This design comes from an exercise in tuning for small area, a short achievable clock period and few clock cycles per item on the open sky130 flow, not from production work.
RTL that was checked went through simulation tests only; none was proved equivalent to the original.
Power and IR drop assume default switching activity.

== run A ==
// top
module top(clk, rst, start, i, socin1, socin2, socin3, socin4,
           socout1, socout2, socout3, socout4, outReady);
  input clk, rst, start, i;
  input socin1, socin2, socin3, socin4;
  output socout1, socout2, socout3, socout4;
  output reg outReady;
  reg [5:0] cnt;            
  reg [9:0] rt;             
  reg       colf;           
  reg [12:0] c;             
  reg [9:0]  tpos_lo;       
  reg [1:0]  tpos_hi;
  reg [1:0]  tcar;
  reg [12:0] tneg;          
  reg sh_c, sh_s, tpos_acc, tpos_fin, jcalc, first, r_it, r_init;
  reg m_s, m_n, m_p, horner, out_fix, out_sh;
  wire [12:0] c_n  = sh_c ? {i, c[12:1]} : c;
  wire        ng   = c[12];
  wire        ng_n = c_n[12];
  wire [9:0] sv1, sv2, sv3, sv4;      
  wire q1, q2, q3, q4;                
  wire o1, o2, o3, o4;                
  wire [9:0] all_m, g1, g2, g3, g4;
  genvar m;
  generate for (m = 0; m < 10; m = m + 1) begin : th
    if (m == 0) begin : m0
      assign g1[0] = |sv1[9:1]; assign g2[0] = |sv2[9:1];
      assign g3[0] = |sv3[9:1]; assign g4[0] = |sv4[9:1];
    end else if (m == 9) begin : m9
      assign g1[9] = sv1[9] & |sv1[8:0]; assign g2[9] = sv2[9] & |sv2[8:0];
      assign g3[9] = sv3[9] & |sv3[8:0]; assign g4[9] = sv4[9] & |sv4[8:0];
    end else begin : mm
      assign g1[m] = |sv1[9:m+1] | (sv1[m] & |sv1[m-1:0]);
      assign g2[m] = |sv2[9:m+1] | (sv2[m] & |sv2[m-1:0]);
      assign g3[m] = |sv3[9:m+1] | (sv3[m] & |sv3[m-1:0]);
      assign g4[m] = |sv4[9:m+1] | (sv4[m] & |sv4[m-1:0]);
    end
    assign all_m[m] = (g1[m] | !g1[0]) & (g2[m] | !g2[0]) & (g3[m] | !g3[0]) & (g4[m] | !g4[0]);
  end endgenerate
  ...
For scale: roughly 2100 cells after synthesis, roughly 13 I/O pins.
export LEC_CHECK = 0
export CAP_MARGIN = 20
export CORE_MARGIN = 2
export CORE_UTILIZATION = 40
export PLACE_DENSITY = 0.6
export SETUP_SLACK_MARGIN = 1.8
export SLEW_MARGIN = 20
create_clock -name core_clock -period 5.0 [get_ports {clk}]
run.sh (not shown) runs the stock make flow with config.mk's settings and CLKGATE_MAP_FILE= SYNTH_SCRIPT=/design/flow/synth_recipe.tcl, a recipe that flattens the netlist after the stock synthesis.
Testbench counts of run A, summed over its fixed seeds: cycles 21,091, items 512.
Setup changes, run A to run B
-- flow/config.mk --
<<< run A, line 10
export CORE_UTILIZATION = 40
export PLACE_DENSITY = 0.6
export SETUP_SLACK_MARGIN = 1.8
export SLEW_MARGIN = 20
>>> run B, line 10
export CORE_UTILIZATION = 40
export PLACE_DENSITY = 0.6
export SETUP_SLACK_MARGIN = 2.0
export SLEW_MARGIN = 20
Looking at final critical-path share of the clock period, run B sits 0.81 points below run A. Sort run B and run A by worst setup slack asc -> top: run A. Measured against each other, run B and run A differ in sequential share of layout area, the lower figure coming from run B.
What run C does differently from run B at the input level:
-- flow/config.mk --
<<< run B, line 10
export CORE_UTILIZATION = 40
export PLACE_DENSITY = 0.6
export SETUP_SLACK_MARGIN = 2.0
export SLEW_MARGIN = 20
>>> run C, line 10
export CORE_UTILIZATION = 40
export PLACE_DENSITY = 0.6
export SETUP_SLACK_MARGIN = 2.2
export SLEW_MARGIN = 20
## What came out
Compared to run B, run C has combinational fraction of design power 1.8 points higher.
Number of standard cells in the final layout excluding fillers came out higher on run C than on run B.
Clock share of power for run C: 0.7 points down relative to run B
Changes observed in run C relative to run B: static leakage moved up, combinational group power saw an increase.
On total power, run C does worse than run B.

========
Another version of the RTL of top (not shown whole).
For scale: about 2100 cells after synthesis, ~250 flip-flops, roughly 13 I/O pins, roughly 18000 µm² of cells after synthesis.
clock: 5.0 ns
lec_check: 0
cap_margin: 20
core_margin: 2
core_utilization: 40
place_density: 0.6
setup_slack_margin: 1.4
slew_margin: 20
Testbench counts at the start, summed over its fixed seeds: cycles 21,091, items 512.
Next try:
--- a/flow/config.mk
+++ b/flow/config.mk
@@ -11,3 +11,3 @@
 export PLACE_DENSITY = 0.6
-export SETUP_SLACK_MARGIN = 1.4
+export SETUP_SLACK_MARGIN = 1.7
 export SLEW_MARGIN = 20
=> The changed run went through all stages and came out clean; power came out higher by 2.5%; global-route usage came out higher by 0.51 points; hold slack gains 0.0047 ns; clock-buffer cell count came out higher by 10; via count came out higher by 1.5%; maximum frequency came out higher by 7.9%.
Next try:
--- a/flow/config.mk
+++ b/flow/config.mk
@@ -10,4 +10,6 @@
 export CORE_UTILIZATION = 40
+export CTS_CLUSTER_DIAMETER = 100
+export CTS_CLUSTER_SIZE = 20
 export PLACE_DENSITY = 0.6
-export SETUP_SLACK_MARGIN = 1.7
+export SETUP_SLACK_MARGIN = 1.75
 export SLEW_MARGIN = 20
=> The changed run completed without violations; critical path depth does not change; register-to-register slack gets better by 0.04 ns; setup slack gets better by 0.040 ns; area after synthesis stays the same; via count is about the same.
Next try:
--- a/flow/config.mk
+++ b/flow/config.mk
@@ -10,6 +10,6 @@
 export CORE_UTILIZATION = 40
-export CTS_CLUSTER_DIAMETER = 100
-export CTS_CLUSTER_SIZE = 20
+export CTS_CLUSTER_DIAMETER = 70
+export CTS_CLUSTER_SIZE = 25
 export PLACE_DENSITY = 0.6
-export SETUP_SLACK_MARGIN = 1.75
+export SETUP_SLACK_MARGIN = 1.7
 export SLEW_MARGIN = 20
What happened: Setup slack is worse by 0.019 ns; fmax falls by 0.60%; sequential power is about the same; synthesized cell count does not change; cell count hardly moves; worst hold slack is better by 0.012 ns; first-iteration DRC count falls by 14%.
Next try:
--- a/flow/config.mk
+++ b/flow/config.mk
@@ -9,7 +9,5 @@
 export CORE_MARGIN = 2
-export CORE_UTILIZATION = 40
-export CTS_CLUSTER_DIAMETER = 70
-export CTS_CLUSTER_SIZE = 25
-export PLACE_DENSITY = 0.6
-export SETUP_SLACK_MARGIN = 1.7
+export CORE_UTILIZATION = 55
+export PLACE_DENSITY = 0.8
+export SETUP_SLACK_MARGIN = 1.8
 export SLEW_MARGIN = 20
The new run completed without violations. Design area grows by 1.9%. Core utilization grows by 19 points. Cell count shrinks by 4.7%. Sequential cell count is unchanged. Routed wire length shrinks by 0.62%. Synthesized cell count does not change. Count of clock-buffer cells in the layout grows by 10.
Next try:
--- a/flow/config.mk
+++ b/flow/config.mk
@@ -9,5 +9,8 @@
 export CORE_MARGIN = 2
-export CORE_UTILIZATION = 55
-export PLACE_DENSITY = 0.8
-export SETUP_SLACK_MARGIN = 1.8
+export CORE_UTILIZATION = 40
+export CTS_CLUSTER_DIAMETER = 100
+export CTS_CLUSTER_SIZE = 20
+export GPL_TIMING_DRIVEN = 0
+export PLACE_DENSITY = 0.6
+export SETUP_SLACK_MARGIN = 1.7
 export SLEW_MARGIN = 20
Result: The changed run went through all stages and came out clean; wire length climbs by 12%; via count drops by 1.5%; critical path depth drops by 1; clock power drops by 40%.

========
== the previous run ==
Another version of the RTL of top (not shown whole).
Size in the first run: about 320 flip-flops, roughly 13 I/O pins, ~21000 um2 of cells after synthesis.
Settings: LEC_CHECK=0, CAP_MARGIN=20, CORE_MARGIN=2, CORE_UTILIZATION=40, PLACE_DENSITY=0.6, SETUP_SLACK_MARGIN=2.3, SLEW_MARGIN=20; clock period 5.0 ns.
> inputs changed (the previous run -> the current run)
- SETUP_SLACK_MARGIN now 2.6, was 2.3
## What came out
For the delay of the slowest critical-path stage, the current run came in 0.03 ns lower than the previous run did.
The current run vs the previous run: combinational share of power down in the current run
The previous run → the current run: post-route clock period utilization now smaller, detailed-route wire length +about 4%.
No run of this note included a check of the RTL's function; only the layout flow was run.

========
## run 1
RTL: one of the versions met above, not the one the previous note started from.
Size: ~2100 cells after synthesis, about 250 flip-flops, roughly 18000 µm² of cells after synthesis.
clock: 5.0 ns
lec_check: 0
cap_margin: 20
core_margin: 2
core_utilization: 40
place_density: 0.6
setup_slack_margin: 1.9
slew_margin: 20
Run 1 ended with every stage complete and zero timing, DRC or antenna violations.
Testbench counts of run 1, summed over its fixed seeds: cycles 21,091, items 512.
[inputs] run 2 vs run 1
- putting CTS_CLUSTER_DIAMETER at 150 where nothing was set
- putting CTS_CLUSTER_SIZE at 20 where nothing was set
- swapping 1.9 for 1.7 in SETUP_SLACK_MARGIN
[summary]
Status | run 2 and run 1 | clean
Changes observed in run 2 relative to run 1: clock skew has increased; maximum number of pins on one net before global-route repair has decreased; maximum VDD drop has decreased; wire length of the first global-routing pass has decreased.
### run 2 -> run 3
- CTS_CLUSTER_DIAMETER now 100, was 150
- SETUP_SLACK_MARGIN now 1.6, was 1.7
### Flow results
Run 3 | status: complete | timing, DRC, antenna: pass. Compared run 3 against run 2; wire length on met1 within noise. Of run 2 and run 3, the run reporting the higher final design instance area without fill was run 2. Per the comparison of run 3 with run 2, detailed-routed wire length on met3 fell by 17%; smallest setup slack after layout fell by 0.068 ns; internal power component rose by 0.89%.

========
The RTL this note starts from:
==> flow/design.v <==
module top(clk, rst, start, i, socin1, socin2, socin3, socin4,
           socout1, socout2, socout3, socout4, outReady);
  input clk, rst, start, i;
  input socin1, socin2, socin3, socin4;
  output socout1, socout2, socout3, socout4;
  output reg outReady;
  reg [5:0] cnt;            
  reg [9:0] rt;             
  reg       colf;           
  reg [12:0] c;             
  reg [9:0]  tpos_lo;       
  reg [1:0]  tpos_hi;
  reg [1:0]  tcar;
  reg [12:0] tneg;          
  reg sh_c, sh_s, tpos_acc, tpos_fin, jcalc, first, r_init;
  reg m_s, m_n, m_p, horner, out_fix, out_sh;
  wire [12:0] c_n  = sh_c ? {i, c[12:1]} : c;
  wire        ng   = c[12];
  wire        ng_n = c_n[12];
  wire [9:0] sv1, sv2, sv3, sv4;      
  wire q1, q2, q3, q4;                
  wire o1, o2, o3, o4;                
  wire [9:0] all_m, g1, g2, g3, g4;
  genvar m;
  generate for (m = 0; m < 10; m = m + 1) begin : th
    if (m == 0) begin : m0
      assign g1[0] = |sv1[9:1]; assign g2[0] = |sv2[9:1];
      assign g3[0] = |sv3[9:1]; assign g4[0] = |sv4[9:1];
    end else if (m == 9) begin : m9
      assign g1[9] = sv1[9] & |sv1[8:0]; assign g2[9] = sv2[9] & |sv2[8:0];
      assign g3[9] = sv3[9] & |sv3[8:0]; assign g4[9] = sv4[9] & |sv4[8:0];
    end else begin : mm
      assign g1[m] = |sv1[9:m+1] | (sv1[m] & |sv1[m-1:0]);
      assign g2[m] = |sv2[9:m+1] | (sv2[m] & |sv2[m-1:0]);
      assign g3[m] = |sv3[9:m+1] | (sv3[m] & |sv3[m-1:0]);
      assign g4[m] = |sv4[9:m+1] | (sv4[m] & |sv4[m-1:0]);
    end
    assign all_m[m] = (g1[m] | !g1[0]) & (g2[m] | !g2[0]) & (g3[m] | !g3[0]) & (g4[m] | !g4[0]);
  end endgenerate
  wire [9:0] r0q = {10{first}} & rt & ~{rt[8:0], 1'b0};
  wire in_rec = (cnt >= 6'd13) & (cnt <= 6'd15);
  wire init   = (cnt == 6'd15) & (!ng | ((rt == 10'd0) & !colf));
  wire itf    = in_rec & (rt != 10'd0) & !init;
  wire [5:0] cnt_n = (cnt == 6'd0) ? {5'd0, start} :
                     (cnt == 6'd15) ? (init ? 6'd24 : 6'd15) :
                     (cnt == 6'd47) ? 6'd0 : cnt + 6'd1;
  wire [9:0] rt_n = jcalc ? {1'b1, ~all_m[9:1]} : itf ? {rt[8:0], 1'b0} : rt;
  wire colf_n = itf;
  wire in_rec_n = (cnt_n >= 6'd13) & (cnt_n <= 6'd15);
  wire rcnz_n   = jcalc | (itf ? |rt[8:0] : |rt);
  wire init_n   = (cnt_n == 6'd15) & (!ng_n | (!rcnz_n & !colf_n));
  wire itf_n    = in_rec_n & rcnz_n & !init_n;
  always @(posedge clk) begin
    rt       <= rt_n;
    colf     <= colf_n;
  end
  always @(posedge clk) begin
    if (rst) begin
      cnt <= 6'd0;
      {sh_c, sh_s, tpos_acc, tpos_fin, jcalc, first, r_init} <= 7'd0;
      {m_s, m_n, m_p, horner, out_fix, out_sh, outReady} <= 7'd0;
    end else begin
    cnt      <= cnt_n;
    sh_c     <= (cnt_n >= 6'd2)  & (cnt_n <= 6'd14);
    sh_s     <= (cnt_n >= 6'd2)  & (cnt_n <= 6'd11);
    tpos_acc <= (cnt_n >= 6'd3)  & (cnt_n <= 6'd12);
    tpos_fin <= (cnt_n == 6'd12);
    jcalc    <= (cnt_n == 6'd12);
    r_init   <= init_n;
    first    <= jcalc;
    m_s      <= itf_n;
    m_n      <= ng_n & (cnt_n >= 6'd15) & !itf_n;
    m_p      <= !ng_n & (cnt_n >= 6'd15);
    horner   <= (cnt_n >= 6'd24) & (cnt_n <= 6'd34);
    out_fix  <= (cnt_n == 6'd35);
    out_sh   <= (cnt_n >= 6'd36) & (cnt_n <= 6'd46);
    outReady <= (cnt_n >= 6'd35) & (cnt_n <= 6'd46);
    end
  end
  always @(posedge clk) c <= c_n;
  wire [2:0] ssum = sv1[9] + sv2[9] + sv3[9] + sv4[9] + tcar;
  always @(posedge clk) begin
    if (sh_c & !tpos_acc) tcar <= 2'd0;
    else if (tpos_acc) begin
      tcar <= ssum[2:1];
      tpos_lo <= {ssum[0], tpos_lo[9:1]};
      if (tpos_fin) tpos_hi <= ssum[2:1];
    end
  end
  wire [2:0] pc  = q1 + q2 + q3 + q4;
  wire [2:0] pco = o1 + o2 + o3 + o4;
  reg [12:0] tinit;         
  integer b;
  always @(*) begin
    tinit = 13'd0;
    for (b = 0; b < 10; b = b + 1)
      tinit = tinit | (({10'd0, pco} << b) & {13{r0q[b]}});
  end
  wire [12:0] tsum;
  PADD #(12) tadd(.a(tneg[11:0]), .b({10'd0, pc[2:1]}), .ci(1'b0), .s(tsum[12:1]), .co());
  assign tsum[0] = pc[0];
  always @(posedge clk) begin
    if (first) tneg <= tinit;
    else if (colf) tneg <= tsum;
  end
  wire [12:0] T = ({13{m_n}} & tneg) | ({13{m_p}} & {1'b0, tpos_hi, tpos_lo});
  wire z1, z2, z3, z4;
  UNIT u1(clk, socin1, sh_s, jcalc, first, r0q, r_init, colf, m_s, horner, out_fix, out_sh, ng, c, T,
          z2 & z3 & z4, sv1, q1, o1, z1, socout1);
  UNIT u2(clk, socin2, sh_s, jcalc, first, r0q, r_init, colf, m_s, horner, out_fix, out_sh, ng, c, T,
          z1 & z3 & z4, sv2, q2, o2, z2, socout2);
  UNIT u3(clk, socin3, sh_s, jcalc, first, r0q, r_init, colf, m_s, horner, out_fix, out_sh, ng, c, T,
          z1 & z2 & z4, sv3, q3, o3, z3, socout3);
  UNIT u4(clk, socin4, sh_s, jcalc, first, r0q, r_init, colf, m_s, horner, out_fix, out_sh, ng, c, T,
          z1 & z2 & z3, sv4, q4, o4, z4, socout4);
endmodule
module UNIT(clk, sin, sh_s, jcalc, first, r0, r_init, qcol, m_s, horner, out_fix, out_sh, ng, c, T,
            oz, s, qr, one, z, out);
  input clk, sin, sh_s, jcalc, first, r_init, qcol, m_s, horner, out_fix, out_sh, ng;
  input [9:0] r0;
  input [12:0] c;
  input [12:0] T;
  output [9:0] s;
  input oz;                 
  output qr, z, out;
  output reg one;           
  reg [24:0] S;             
  reg [13:0] R;             
  assign s = S[24:15];
  reg    valq;              
  always @(posedge clk) if (jcalc) begin one <= (s == 10'd1); valq <= |s[9:1]; end
  assign z = !(one | valq);   
  assign out = S[11];
  wire q  = !R[13];                   
  assign qr = q & valq;
  wire [12:0] M   = ({13{m_s}} & {3'b000, s}) | T;
  wire [10:0] w   = ng ? {one, S[9:0]} : {1'b0, s};
  wire [13:0] X   = r_init ? ({2'b00, w, 1'b0} & {14{!oz}}) : {R[12:0] | {3'b000, r0}, 1'b0};
  wire        sub = r_init | q;
  wire [13:0] Rn;
  PADD #(14) radd(.a(X), .b({1'b0, M} ^ {14{sub}}), .ci(sub), .s(Rn), .co());
  always @(posedge clk) R <= jcalc ? 14'd0 : Rn;
  reg  [1:0]  d;
  reg         sp;
  wire [14:0] lo;
  PADD #(14) ladd(.a({1'b0, S[12:0]}), .b({2'b00, c[12:1] & {12{q}}}), .ci(1'b0), .s(lo[14:1]), .co());
  assign lo[0] = c[0] & q;
  wire [11:0] e   = sp ? ((d == 2'd0) ? 12'hfff : {10'd0, d - 2'd1}) : {10'd0, d};
  wire [11:0] hx;
  PADD #(12) hadd(.a(S[24:13]), .b(e), .ci(1'b0), .s(hx), .co());
  always @(posedge clk) begin
    if (r_init) begin d <= 2'd0; sp <= oz & c[12]; end
    else if (horner) begin d <= lo[14:13]; sp <= q & c[12]; end
  end
  always @(posedge clk) begin
    if (horner) S[24:15] <= hx[10:1];
    else if (sh_s) S[24:15] <= {sin, S[24:16]};
    else if (r_init) S[24:15] <= 10'd0;
    else if (out_fix) S[24:15] <= {hx[11], hx[11:3]};
    else if (out_sh) S[24:15] <= {S[24], S[24:16]};
  end
  always @(posedge clk) begin
    if (horner) S[14:0] <= {hx[0], 1'b0, lo[12:0]};
    else if (r_init) S[14:0] <= {2'b00, c & {13{oz}}};
    else if (first) S[14:0] <= {S[15:11], 10'd0};
    else if (qcol) S[14:0] <= {S[15:11], S[8:0], qr};
    else if (out_fix) S[14:0] <= {hx[2:0], S[12:1]};
    else S[14:0] <= S[15:1];
  end
endmodule
module PADD #(parameter N = 8, parameter L = 4) (a, b, ci, s, co);    
  input  [N-1:0] a, b;
  input  ci;
  output [N-1:0] s;
  output co;
  wire [N:0] g [0:L];
  wire [N:0] p [0:L];
  assign g[0][0] = ci;
  assign p[0][0] = 1'b0;
  assign g[0][N:1] = a & b;
  assign p[0][N:1] = a ^ b;
  genvar l, i;
  generate for (l = 0; l < L; l = l + 1) begin : lv
    for (i = 0; i <= N; i = i + 1) begin : cl
      if (((i >> l) & 1) == 1) begin : mrg
        localparam J = ((i >> l) << l) - 1;
        if (J < (1 << l)) begin : gray
          PG_G u(.gh(g[l][i]), .ph(p[l][i]), .gl(g[l][J]), .g(g[l+1][i]));
          assign p[l+1][i] = 1'b0;
        end else begin : black
          PG_B u(.gh(g[l][i]), .ph(p[l][i]), .gl(g[l][J]), .pl(p[l][J]), .g(g[l+1][i]), .p(p[l+1][i]));
        end
      end else begin : pass
        assign g[l+1][i] = g[l][i];
        assign p[l+1][i] = p[l][i];
      end
    end
  end endgenerate
  assign s  = p[0][N:1] ^ g[L][N-1:0];
  assign co = g[L][N];
endmodule
module PG_G(gh, ph, gl, g);
  input gh, ph, gl;
  output g;
  assign g = gh | (ph & gl);
endmodule
module PG_B(gh, ph, gl, pl, g, p);
  input gh, ph, gl, pl;
  output g, p;
  assign g = gh | (ph & gl);
  assign p = ph & pl;
endmodule
export LEC_CHECK = 0
export CAP_MARGIN = 20
export CORE_MARGIN = 2
export CORE_UTILIZATION = 40
export PLACE_DENSITY = 0.6
export SETUP_SLACK_MARGIN = 1.6
export SLEW_MARGIN = 20
create_clock -name core_clock -period 5.0 [get_ports {clk}]
Next try:
Settings changed: CTS_CLUSTER_DIAMETER from default to 100, CTS_CLUSTER_SIZE from default to 20, SETUP_SLACK_MARGIN 1.6 to 1.7.
The new run finished with timing, DRC and antenna clean. Cell count hardly moves. Global-route usage came out higher by 0.37 points. Clock skew rises by 23 ps. Critical path depth went up by 1. Routed wire length rises by 2.5%. Worst setup slack barely changes. Synthesized area stays the same. Power shrinks by 7.6%. Via count rose by 1.4%. Non-clock buffer count rises by 25.
Next try:
Settings changed: CTS_CLUSTER_DIAMETER 100 to default, CTS_CLUSTER_SIZE 20 to default, SETUP_SLACK_MARGIN 1.7 to 2.0.
What happened: Routed wire length is higher by 3.5%; clock power is higher by 52%; die area is unchanged; cell count is higher by 3.2%; count of clock-buffer cells in the layout is higher by 12; synthesized cell count does not change; setup slack gains 250 ps; synthesized area is unchanged; critical path depth is higher by 2; power is higher by about 20%; design area is higher by about 10%.
Next try:
Settings changed: SETUP_SLACK_MARGIN 2.0 to 1.7.
Effect:
- The changed run finished with timing, DRC and antenna clean
- sequential cell count is unchanged
- synthesized cell count does not change
- area after synthesis stays the same
- worst setup slack got worse by 170 ps
- cell count goes down by a few percent
- die area is unchanged
- clock-buffer cell count goes up by 3
Next try:
Settings changed: CTS_CLUSTER_DIAMETER from default to 100, CTS_CLUSTER_SIZE from default to 20, SETUP_SLACK_MARGIN 1.7 to 1.8.
What happened:
- The new run finished with timing, DRC and antenna clean
- utilization is lower by 0.78 points
- worst hold slack stays flat
- wire length goes down slightly
- critical path depth came out lower by 1
- clock-buffer cell count falls by 15
- first-iteration DRC count shrinks by a few percent
- area after synthesis is unchanged
- worst setup slack improved by 78 ps
- clock power drops by well over a third
Next try:
Settings changed: CTS_CLUSTER_DIAMETER 100 to default, CTS_CLUSTER_SIZE 20 to default.
Result: Final area came out higher by about 3%. Cell count came out higher by about 0.8%. Synthesized area does not change. Global-route usage grows by 0.12 points. Setup slack loses 8.6 ps. Die area stays the same. First-iteration DRC count rose by 9.1%. Sequential share of layout area goes down by 0.85 points. Worst hold slack loses 6.3 ps. Clock power climbs by about 80%. Wire length rises by 0.94%.
Function was not checked in any run of this note: the RTL went through the layout flow alone.

[separate check: timing with driven ports]
Ports are ideal in the flow. The routed layouts listed here were re-timed in OpenROAD. Step 1 sets driving cells, clkbuf_16 on the clock port and buf_2 on the other inputs (assumed; they add their load-dependent delay and slew). Step 2 times the ports against the registers' clock, not the clock port: input delays grow and output delays shrink by t, the midpoint of the rising clock arrivals with the driver on. Three values: ideal, step 1, step 2; two values: the first two.
run	t, ns	slack for setup (ns)	worst register clock-pin slew, ns
run A	0.647	1.873 / 1.873 / 1.873	0.06 / 0.06
run B	0.645	1.914 / 1.914 / 1.914	0.06 / 0.06
run C	0.640	2.021 / 2.021 / 2.021	0.07 / 0.07
the first run of note 2	0.635	1.529 / 1.529 / 1.529	0.06 / 0.06
the second run of note 2	0.635	1.784 / 1.784 / 1.784	0.06 / 0.06
the third run of note 2	0.576	1.824 / 1.824 / 1.824	0.10 / 0.10
the fourth run of note 2	0.640	1.805 / 1.805 / 1.805	0.09 / 0.09
the fifth run of note 2	0.621	1.757 / 1.757 / 1.757	0.07 / 0.07
the sixth run of note 2	0.579	1.696 / 1.696 / 1.696	0.10 / 0.10
the previous run	0.615	2.103 / 2.103 / 1.881	0.06 / 0.06
the current run	0.636	2.134 / 2.134 / 2.087	0.06 / 0.06
run 1	0.637	1.841 / 1.841 / 1.841	0.06 / 0.06
run 2	0.579	1.738 / 1.738 / 1.738	0.10 / 0.10
run 3	0.591	1.671 / 1.671 / 1.671	0.10 / 0.10
the first run of note 5	0.631	1.686 / 1.686 / 1.686	0.07 / 0.07
the second run of note 5	0.581	1.688 / 1.688 / 1.688	0.10 / 0.10
the third run of note 5	0.636	1.942 / 1.942 / 1.942	0.07 / 0.07
the fourth run of note 5	0.635	1.768 / 1.768 / 1.768	0.07 / 0.07
the fifth run of note 5	0.579	1.846 / 1.846 / 1.846	0.10 / 0.10
the sixth run of note 5	0.635	1.838 / 1.838 / 1.838	0.07 / 0.07
After both steps setup and hold are still met in every run listed. For the previous run, which loses most, drivers alone change the setup slack by 0.000 ns; drivers and shift together by -0.222 ns.
